Context: an optimization exercise on an open-source flow, tuned for small area. The choices shown serve that exercise and are no tape-out recipe.
RTL that was checked went through simulation tests only; none was proved equivalent to the original.
Power figures rest on the tool's default switching activity, not on a simulated workload.

// asx_soupbintcp_itch
module asx_soupbintcp_itch (
    input  wire        clk,
    input  wire        rst,
    input  wire        ip_payload_valid,
    input  wire [7:0]  ip_payload_data,
    input  wire        ip_payload_start,
    input  wire        ip_payload_end,
    output wire [15:0] tcp_src_port,
    output wire [15:0] tcp_dst_port,
    output wire [31:0] tcp_seq_num,
    output wire [31:0] tcp_ack_num,
    output wire [3:0] tcp_data_offset,
    output wire [7:0] tcp_flags,
    output wire [15:0] tcp_window,
    output wire tcp_flag_syn,
    output wire tcp_flag_ack,
    output wire tcp_flag_fin,
    output wire tcp_flag_rst,
    output wire tcp_flag_psh,
    output wire tcp_header_valid,
    output wire tcp_parse_error,
    output wire session_active,
    output wire [63:0] session_sequence,
    output wire [7:0] pkt_type,
    output wire pkt_type_valid,
    output wire pkt_heartbeat,
    output wire pkt_login_accepted,
    output wire pkt_login_rejected,
    output wire pkt_end_session,
    output wire [31:0] seq_data_count,
    output wire [31:0] heartbeat_count,
    output wire parse_error,
    output wire msg_valid,
    output wire [7:0] msg_type,
    output wire msg_error,
    output wire [31:0] timestamp,
    output wire [63:0] order_id,
    output wire [31:0] orderbook_id,
    output wire side,
    output wire add_order_valid,
    output wire add_order_start,
    output wire [63:0] quantity,
    output wire [31:0] price,
    output wire [15:0] order_attributes,
    output wire order_executed_valid,
    output wire [63:0] exec_quantity,
    output wire order_cancel_valid,
    output wire order_delete_valid,
    output wire order_replace_valid,
    output wire directory_valid,
    output wire system_event_valid,
    output wire [7:0] event_code,
    output wire [31:0] total_messages,
    output wire [31:0] parse_errors
);
For scale: ~1,500 cells after synthesis, about 470 flip-flops, about 680 I/O pins, about 20,000 um^2 of cells after synthesis.
Settings: LEC_CHECK=0, CAP_MARGIN=20, CORE_MARGIN=2, CORE_UTILIZATION=40, SLEW_MARGIN=20; clock period 5.0 ns.
standard.sh (not shown) runs the stock make flow with config.mk's settings and CLKGATE_MAP_FILE= SYNTH_SCRIPT=/design/flow/synth_recipe.tcl, a recipe that flattens the netlist after the stock synthesis.
==> flow/flow/run.sh <==
#!/bin/bash
# The standard layout (standard.sh) with: the smallest buffer cell on the
# ports, synthesis buffers removed at floorplan, no dummy clock-tree loads.
set -euo pipefail
export BUFFER_PORTS_ARGS="-buffer_cell sky130_fd_sc_hd__buf_1"
export REMOVE_ABC_BUFFERS=1
export CTS_ARGS="-sink_clustering_enable -repair_clock_nets -dont_use_dummy_load -buf_list sky130_fd_sc_hd__clkbuf_4 -sink_clustering_size 9 -sink_clustering_max_diameter 60"
bash standard.sh > standard_flow.log 2>&1
Edit:
--- a/flow/flow/run.sh
+++ b/flow/flow/run.sh
@@ -5,4 +5,5 @@
 export BUFFER_PORTS_ARGS="-buffer_cell sky130_fd_sc_hd__buf_1"
 export REMOVE_ABC_BUFFERS=1
+export RECOVER_POWER=100
 export CTS_ARGS="-sink_clustering_enable -repair_clock_nets -dont_use_dummy_load -buf_list sky130_fd_sc_hd__clkbuf_4 -sink_clustering_size 9 -sink_clustering_max_diameter 60"
 bash standard.sh > standard_flow.log 2>&1
- The changed run completed, yet does not pass: capacitance limit, slew limit
- routed wire length is about the same
- fmax goes down by 9.7%
- design area goes down by 0.51%
- final cell count does not change
- clock-buffer cell count stays the same
- sequential share of layout area goes up by 0.24 points
- non-clock buffer count stays the same
- synthesized cell count is unchanged
- worst setup slack degrades by 0.41 ns
- via count goes down by 0.35%
- core utilization goes down by 0.23 points
Edit:
--- a/flow/flow/run.sh
+++ b/flow/flow/run.sh
@@ -5,5 +5,5 @@
 export BUFFER_PORTS_ARGS="-buffer_cell sky130_fd_sc_hd__buf_1"
 export REMOVE_ABC_BUFFERS=1
-export RECOVER_POWER=100
+export RECOVER_POWER=40
 export CTS_ARGS="-sink_clustering_enable -repair_clock_nets -dont_use_dummy_load -buf_list sky130_fd_sc_hd__clkbuf_4 -sink_clustering_size 9 -sink_clustering_max_diameter 60"
 bash standard.sh > standard_flow.log 2>&1
The changed run completed and failed the layout checks on capacitance limit, slew limit.
Die area stays the same.
Wire length hardly moves.
Fmax rose by a little under a tenth.
Clock-buffer cell count does not change.
Synthesized cell count stays the same.
Final cell count does not change.
Sequential power barely changes.
Edit:
--- a/flow/flow/run.sh
+++ b/flow/flow/run.sh
@@ -5,5 +5,5 @@
 export BUFFER_PORTS_ARGS="-buffer_cell sky130_fd_sc_hd__buf_1"
 export REMOVE_ABC_BUFFERS=1
-export RECOVER_POWER=40
+export RECOVER_POWER=10
 export CTS_ARGS="-sink_clustering_enable -repair_clock_nets -dont_use_dummy_load -buf_list sky130_fd_sc_hd__clkbuf_4 -sink_clustering_size 9 -sink_clustering_max_diameter 60"
 bash standard.sh > standard_flow.log 2>&1
Effect:
- The new run reached the layout checks and failed them: capacitance limit, slew limit
- area after synthesis is unchanged
- setup slack improves by 0.0058 ns
- wire length hardly moves
- clock power stays flat
- utilization barely changes
- global-route usage stays the same
- total power barely changes

---

Another version of the RTL of asx_soupbintcp_itch (not shown whole).
Size: ~680 I/O pins, roughly 30000 µm² of cells after synthesis.
==> flow/config.mk <==
export PLATFORM = sky130hd
export DESIGN_NAME = asx_soupbintcp_itch
export DESIGN_NICKNAME = asx_soupbintcp_itch
export VERILOG_FILES = /design/flow/design.v
export SDC_FILE = /design/flow/constraint.sdc
export NUM_CORES = 4
export LEC_CHECK = 0
export CAP_MARGIN = 20
export CORE_MARGIN = 2
export CORE_UTILIZATION = 40
export CTS_BUF_LIST = sky130_fd_sc_hd__clkbuf_4 sky130_fd_sc_hd__clkbuf_8
export SLEW_MARGIN = 20
==> flow/constraint.sdc <==
create_clock -name core_clock -period 5.0 [get_ports {clk}]
set_input_delay 1.0000 -clock core_clock [delete_from_list [all_inputs] [get_ports {clk}]]
set_output_delay 1.0000 -clock core_clock [all_outputs]
set_load 0.01 [all_outputs]
==> flow/flow/run.sh <==
#!/bin/bash
# Standard layout, but with the smallest buffer cell on the ports.
set -euo pipefail
export BUFFER_PORTS_ARGS="-buffer_cell sky130_fd_sc_hd__buf_1"
bash standard.sh > standard_flow.log 2>&1
The baseline finished with timing, DRC and antenna clean.
Next try:
==> flow/run.sh (new file) <==
#!/bin/bash
# synth_recipe.tcl (not shown) runs the flow's synth.tcl, then flattens the netlist and writes it again
# the make line also repeats each setting of config.mk as NAME=value (left out here)
make -C /OpenROAD-flow-scripts/flow DESIGN_CONFIG=/design/flow/config.mk WORK_HOME=/design/flow/orfs CLKGATE_MAP_FILE= SYNTH_SCRIPT=/design/flow/synth_recipe.tcl finish
CTS_BUF_LIST = not set   (was sky130_fd_sc_hd__clkbuf_4 sky130_fd_sc_hd__clkbuf_8)
removed: flow/flow/run.sh
removed: flow/standard.sh
What happened: Cell count went down by a few percent; core utilization went up by 5.6 points; sequential share of layout area went down by 5.3 points; setup slack is worse by 210 ps.

---

Another version of the RTL of asx_soupbintcp_itch (not shown whole).
For scale: roughly 1600 cells after synthesis, ~480 flip-flops, roughly 20000 um2 of cells after synthesis.
Settings: LEC_CHECK=0, CAP_MARGIN=20, CORE_MARGIN=2, CORE_UTILIZATION=40, GPL_TIMING_DRIVEN=0, SLEW_MARGIN=20; clock period 5.0 ns.
==> flow/flow/run.sh <==
#!/bin/bash
# The standard layout (standard.sh) with: the smallest buffer cell on the
# ports, synthesis buffers removed at floorplan, no dummy clock-tree loads.
set -euo pipefail
export BUFFER_PORTS_ARGS="-buffer_cell sky130_fd_sc_hd__buf_1"
export REMOVE_ABC_BUFFERS=1
export CTS_ARGS="-sink_clustering_enable -repair_clock_nets -dont_use_dummy_load -sink_clustering_size 25 -sink_clustering_max_diameter 100"
bash standard.sh > standard_flow.log 2>&1
The baseline passed the timing, DRC and antenna checks.
Edit:
==> flow/flow/run.sh (replaced) <==
#!/bin/bash
# The standard layout (standard.sh) with: the smallest buffer cell on the
# ports, synthesis buffers removed at floorplan, no dummy clock-tree loads.
set -euo pipefail
export BUFFER_PORTS_ARGS="-buffer_cell sky130_fd_sc_hd__buf_1"
export REMOVE_ABC_BUFFERS=1
export CTS_ARGS="-sink_clustering_enable -repair_clock_nets -dont_use_dummy_load -sink_clustering_size 30 -sink_clustering_max_diameter 100"
bash standard.sh > standard_flow.log 2>&1
- GPL_TIMING_DRIVEN: 0 -> default
Outcome: The new run produced a clean layout; worst setup slack gains 0.47 ns; area after synthesis stays the same; design area came out lower by 1.0%; routed wire length came out higher by 3.2%; clock skew came out higher by 0.018 ns; die area stays the same; via count is about the same; power came out lower by about 1.6%; critical path depth came out lower by 9.
Edit:
==> flow/flow/run.sh (replaced) <==
#!/bin/bash
# The standard layout (standard.sh) with: the smallest buffer cell on the
# ports, synthesis buffers removed at floorplan, no dummy clock-tree loads.
set -euo pipefail
export BUFFER_PORTS_ARGS="-buffer_cell sky130_fd_sc_hd__buf_1"
export REMOVE_ABC_BUFFERS=1
export CTS_ARGS="-sink_clustering_enable -repair_clock_nets -dont_use_dummy_load -sink_clustering_size 25 -sink_clustering_max_diameter 100"
bash standard.sh > standard_flow.log 2>&1
- CORE_UTILIZATION: 40 -> 65
=>
- This time the run aborted during 3_2_place_iop
- synthesized cell count stays the same
- area after synthesis is unchanged

---

Another version of the RTL of asx_soupbintcp_itch (not shown whole).
Size: ~480 flip-flops, roughly 680 I/O pins, roughly 20000 µm² of cells after synthesis.
Settings: LEC_CHECK=0, CAP_MARGIN=0, CORE_MARGIN=2, CORE_UTILIZATION=40, SLEW_MARGIN=0; clock period 5.0 ns.
==> flow/flow/run.sh <==
#!/bin/bash
# The standard layout (standard.sh) with: the smallest buffer cell on the
# ports, synthesis buffers removed at floorplan, no dummy clock-tree loads.
set -euo pipefail
export BUFFER_PORTS_ARGS="-buffer_cell sky130_fd_sc_hd__buf_1"
export REMOVE_ABC_BUFFERS=1
export CTS_ARGS="-sink_clustering_enable -repair_clock_nets -dont_use_dummy_load -sink_clustering_size 25 -sink_clustering_max_diameter 100"
bash standard.sh > standard_flow.log 2>&1
The starting point finished clean.
Edit:
- CAP_MARGIN: 0 -> 20
- SLEW_MARGIN: 0 -> 20
Synthesized area is unchanged.
Power does not change.
Via count stays the same.
Count of clock-buffer cells in the layout stays the same.
Critical path depth does not change.
Synthesized cell count does not change.
Worst setup slack does not change.
Edit:
- CAP_MARGIN: 20 -> 10
- SLEW_MARGIN: 20 -> 10
The new run completed with no timing, DRC or antenna violations.
Routed wire length stays the same.
First-iteration DRC count is unchanged.
Clock skew does not change.
Sequential cell count does not change.
No run of this note included a check of the RTL's function; only the layout flow was run.

-- afterwards: timing with drivers on the ports --
Ports are ideal in the flow. The routed layouts listed here were re-timed in OpenROAD.
Step 1 assumes that a clkbuf_16 drives the clock port and a buf_2 every other input.
Step 2 adds t to the input delays and takes it off the output delays; t is the mean of the earliest and latest rising clock arrival at the registers after step 1. Input paths then give back, and output paths get back, about the clock's delay inside the block.
a / b / c = no drivers / after step 1 / after step 2; a / b = the first two.
run	t (ns)	slack for setup (ns)	hold slack, ns	latest minus earliest clock arrival (ns)
the first run of note 1	0.871	1.137 / 1.137 / 1.137	0.256 / 0.269 / 0.485	0.084 / 0.085
the second run of note 1	0.875	0.724 / 0.724 / 0.357	0.251 / 0.271 / 0.487	0.082 / 0.081
the third run of note 1	0.871	1.004 / 1.004 / 0.376	0.254 / 0.274 / 0.485	0.086 / 0.086
the fourth run of note 1	0.871	1.010 / 1.010 / 0.597	0.256 / 0.270 / 0.485	0.085 / 0.085
the first run of note 2	0.829	1.606 / 1.606 / 1.033	0.451 / 0.451 / 0.451	0.061 / 0.061
the second run of note 2	0.695	1.397 / 1.397 / 0.861	0.453 / 0.453 / 0.453	0.033 / 0.032
the first run of note 3	0.619	0.362 / 0.362 / 0.362	0.513 / 0.490 / 0.513	0.021 / 0.021
the second run of note 3	0.603	0.833 / 0.833 / 0.833	0.494 / 0.494 / 0.494	0.040 / 0.040
the first run of note 4	0.623	0.851 / 0.851 / 0.851	0.504 / 0.500 / 0.504	0.027 / 0.027
the second run of note 4	0.623	0.851 / 0.851 / 0.851	0.504 / 0.500 / 0.504	0.027 / 0.027
the third run of note 4	0.623	0.851 / 0.851 / 0.851	0.504 / 0.500 / 0.504	0.027 / 0.027
For the third run of note 1, which loses most, drivers alone change the setup slack by 0.000 ns; drivers and shift together by -0.628 ns.
